This design comes from an exercise in tuning for small area on the open sky130 flow, not from production work.
The RTL was checked by simulation tests, not by an equivalence proof against the original design.
Power is estimated from default activity; no workload was simulated.

==> job 4564: inputs <==
==> flow/design.v <==
module spi_top (
    input         clk,
    input         rst_n,
    input  [31:0] in_data_A,         
    output [31:0] out_data_B,        
    output [31:0] out_data_A,        
    output        done_A_to_B,       
    output        response_ready,    
    output        done_B_to_A        
);
    reg [6:0]  p;
    reg        t;
    reg [31:0] tx;
    reg [31:0] rx;
    reg [31:0] data_b;
    wire wrap = (p == 7'd69);
    always @(posedge clk or negedge rst_n) begin
        if (!rst_n) begin
            p <= 7'd69;
            t <= 1'b1;
        end else if (wrap) begin
            p <= 7'd0;
            t <= 1'b0;
        end else begin
            p <= p + {6'd0, t};
            t <= !t;
        end
    end
    wire p1      = (p >= 7'd2) && (p <= 7'd33);     
    wire mid     = (p >= 7'd34) && (p <= 7'd36);    
    wire p2      = (p >= 7'd37) && (p <= 7'd68);    
    wire ld_tx   = wrap;
    wire sh_tx   = t && (p1 || p2);
    wire fill    = p2 ? 1'b1 : tx[31];
    wire ld_b    = t && (p == 7'd33);
    wire clr_rx  = !t && (p == 7'd35);
    wire sh_rx   = !t && p2;
    wire rx_bit  = tx[31] ^ (&tx[30:0]);
    wire hold_tx = !ld_tx && !sh_tx;
    wire hold_b  = !ld_b;
    wire hold_rx = !clr_rx && !sh_rx;
    wire [31:0] tx_next, b_next, rx_next;
    genvar i;
    generate
        for (i = 0; i < 32; i = i + 1) begin : g_bit
            sel3 u_tx (.s0(ld_tx), .d0(in_data_A[i]),
                       .s1(sh_tx), .d1(i == 0 ? fill : tx[(i + 31) % 32]),
                       .s2(hold_tx), .d2(tx[i]), .y(tx_next[i]));
            sel2 u_b  (.s0(ld_b), .d0(tx[(i + 31) % 32]),
                       .s1(hold_b), .d1(data_b[i]), .y(b_next[i]));
            sel2 u_rx (.s0(sh_rx), .d0(i == 0 ? rx_bit : rx[(i + 31) % 32]),
                       .s1(hold_rx), .d1(rx[i]), .y(rx_next[i]));
        end
    endgenerate
    always @(posedge clk)
        tx <= tx_next;
    always @(posedge clk or negedge rst_n) begin
        if (!rst_n) begin
            data_b <= 32'd0;
            rx     <= 32'd0;
        end else begin
            data_b <= b_next;
            rx     <= rx_next;
        end
    end
    wire cs_n = (p == 7'd0) || (p == 7'd1 && !t) || (wrap && t);
    wire mosi = (p1 && tx[31]) || (mid && tx[0]);
    assign out_data_B     = data_b;
    assign out_data_A     = rx;
    assign done_A_to_B    = ~cs_n && !mosi;
    assign response_ready = !t && (p == 7'd34);
    assign done_B_to_A    = t && (p == 7'd68);
endmodule
module sel2 (
    input  s0, d0,
    input  s1, d1,
    output y
);
    assign y = (s0 & d0) | (s1 & d1);
endmodule
module sel3 (
    input  s0, d0,
    input  s1, d1,
    input  s2, d2,
    output y
);
    assign y = (s0 & d0) | (s1 & d1) | (s2 & d2);
endmodule
==> flow/flow/run.sh <==
#!/bin/bash
# The standard layout, with:
# - the smallest buffer on the ports instead of the resizer's default pick;
# - a clock tree of clkbuf_4 leaves under a clkbuf_8 root.
set -euo pipefail
bash standard.sh \
  "BUFFER_PORTS_ARGS=-buffer_cell sky130_fd_sc_hd__buf_1" \
  "CTS_ARGS=-sink_clustering_enable -repair_clock_nets -buf_list sky130_fd_sc_hd__clkbuf_4 -root_buf sky130_fd_sc_hd__clkbuf_8" \
  finish > standard.log 2>&1
==> flow/standard.sh <==
#!/bin/bash
# synth_recipe.tcl (not shown) runs the flow's synth.tcl, then flattens the netlist and writes it again
# the make line also repeats each setting of config.mk as NAME=value (left out here)
make -C /OpenROAD-flow-scripts/flow DESIGN_CONFIG=/design/flow/config.mk WORK_HOME=/design/flow/orfs CLKGATE_MAP_FILE= SYNTH_SCRIPT=/design/flow/synth_recipe.tcl "${@:-finish}"
==> flow/config.mk <==
export PLATFORM = sky130hd
export DESIGN_NAME = spi_top
export DESIGN_NICKNAME = spi_top
export VERILOG_FILES = /design/flow/design.v
export SDC_FILE = /design/flow/constraint.sdc
export NUM_CORES = 4
export LEC_CHECK = 0
export CAP_MARGIN = 20
export CORE_MARGIN = 2
export CORE_UTILIZATION = 65
export SLEW_MARGIN = 20
export SYNTH_HIERARCHICAL = 1
==> flow/constraint.sdc <==
create_clock -name core_clock -period 5.0 [get_ports {clk}]
set_input_delay 1.0000 -clock core_clock [delete_from_list [all_inputs] [get_ports {clk}]]
set_output_delay 1.0000 -clock core_clock [all_outputs]
set_load 0.01 [all_outputs]
==> job 4638: changes against job 4564 <==
--- a/flow/design.v
+++ b/flow/design.v
@@ -9,32 +9,23 @@
     output        done_B_to_A        
 );
-    reg [6:0]  p;
-    reg        t;
+    reg [7:0]  c;
     reg [31:0] tx;
     reg [31:0] rx;
     reg [31:0] data_b;
-    wire wrap = (p == 7'd69);
+    wire wrap    = (c == 8'd139);
+    wire ld_tx   = (c == 8'd0) || wrap;
+    wire sh_tx   = !c[0] && (((c >= 8'd6) && (c <= 8'd66)) || (c == 8'd74) ||
+                             ((c >= 8'd76) && (c <= 8'd136)));
+    wire fill    = (c <= 8'd74) ? tx[31] : 1'b1;
+    wire ld_b    = (c == 8'd68);
+    wire clr_rx  = (c == 8'd71);
+    wire sh_rx   = c[0] && (c >= 8'd75) && (c <= 8'd137);
+    wire rx_bit  = tx[31] ^ (&tx[30:0]);
     always @(posedge clk or negedge rst_n) begin
-        if (!rst_n) begin
-            p <= 7'd69;
-            t <= 1'b1;
-        end else if (wrap) begin
-            p <= 7'd0;
-            t <= 1'b0;
-        end else begin
-            p <= p + {6'd0, t};
-            t <= !t;
-        end
+        if (!rst_n)
+            c <= 8'd0;
+        else
+            c <= wrap ? 8'd1 : c + 8'd1;
     end
-    wire p1      = (p >= 7'd2) && (p <= 7'd33);     
-    wire mid     = (p >= 7'd34) && (p <= 7'd36);    
-    wire p2      = (p >= 7'd37) && (p <= 7'd68);    
-    wire ld_tx   = wrap;
-    wire sh_tx   = t && (p1 || p2);
-    wire fill    = p2 ? 1'b1 : tx[31];
-    wire ld_b    = t && (p == 7'd33);
-    wire clr_rx  = !t && (p == 7'd35);
-    wire sh_rx   = !t && p2;
-    wire rx_bit  = tx[31] ^ (&tx[30:0]);
     wire hold_tx = !ld_tx && !sh_tx;
     wire hold_b  = !ld_b;
@@ -64,11 +55,11 @@
         end
     end
-    wire cs_n = (p == 7'd0) || (p == 7'd1 && !t) || (wrap && t);
-    wire mosi = (p1 && tx[31]) || (mid && tx[0]);
+    wire cs_n = (c <= 8'd3);
+    wire mosi = (c >= 8'd5) && (c <= 8'd74) && tx[31];
     assign out_data_B     = data_b;
     assign out_data_A     = rx;
     assign done_A_to_B    = ~cs_n && !mosi;
-    assign response_ready = !t && (p == 7'd34);
-    assign done_B_to_A    = t && (p == 7'd68);
+    assign response_ready = (c == 8'd69);
+    assign done_B_to_A    = (c == 8'd138);
 endmodule
 module sel2 (
==> flow/flow/run.sh (replaced) <==
#!/bin/bash
# The standard layout, with the smallest buffer on the ports instead of the
# resizer's default pick.
set -euo pipefail
bash standard.sh "BUFFER_PORTS_ARGS=-buffer_cell sky130_fd_sc_hd__buf_1" finish > standard.log 2>&1
- CORE_UTILIZATION: 65 -> 60
- CTS_BUF_LIST: unset -> sky130_fd_sc_hd__clkbuf_4 sky130_fd_sc_hd__clkbuf_8
- CTS_CLUSTER_SIZE: unset -> 10
==> qor summary <==
quantity                                                                        job 4638                 job 4564
Outcome                                                          complete, no violations  complete, no violations
Worst-path fanout max                                                                  8                        9
End of the worst register-to-register path                               rx[8]$_DFF_PN0_           tx[18]$_DFF_P_
Synthesized-area fraction occupied by ao, oa, aoi and oai cells                   25.40%                   24.54%
Routed via count divided by cell count                                             6.289                    6.312
Reported sequential group power                                               0.000866 W               0.000837 W
Clock Pin Slew Worst Setup and Hold Paths                                        0.10 ns                  0.09 ns
Max_slew headroom                                                                 31.91%                   36.28%
Crit path DAT                                                                    1.86 ns                  2.05 ns
Synthesized area per cell                                                    12.81 sq um              13.01 sq um
Post-synthesis cell area                                                  0.003985 sq mm           0.003915 sq mm
Achievable Freq                                                                350.0 MHz                328.0 MHz
Combinational share of power                                                        2.7%                     1.6%
Register share of the cell area                                                   51.60%                   53.14%
Initial cell density of the core                                                  62.40%                   66.52%
Wire length of the first global-routing pass                              14,290 microns           13,830 microns
Post-route clock period utilization                                               57.14%                   60.97%
Post-Synth XOR/XNOR Area                                                          1.319%                   1.566%
Simple-gate share of the synthesized area                                         6.154%                   6.775%
Multiplexer share of the synthesized area                                        0.2826%                       0%
Fraction of power consumed by sequential logic                                     57.7%                    60.9%

[port drivers added, routing unchanged]
The results above use ideal ports. As a check the final layouts listed here were re-extracted and re-timed, cells and wires unchanged.
Step 1: set_driving_cell puts a clkbuf_16 on clk and a buf_2 on each other input, an assumption about the parent block.
Step 2, shift: input delay + t, output delay - t, t = (earliest + latest rising clock arrival at the registers) / 2. This alone moves slack from input paths to output paths.
Slacks: ideal ports / drivers / drivers and shift; pairs: ideal ports / drivers.
run	shift t [ns]	setup slack, ns	clock arrival spread, ns
job 4564	0.403	1.951 / 1.919 / 2.298	0.008 / 0.008
job 4638	0.389	2.143 / 2.113 / 2.223	0.011 / 0.011
After both steps setup and hold are still met in every run listed.
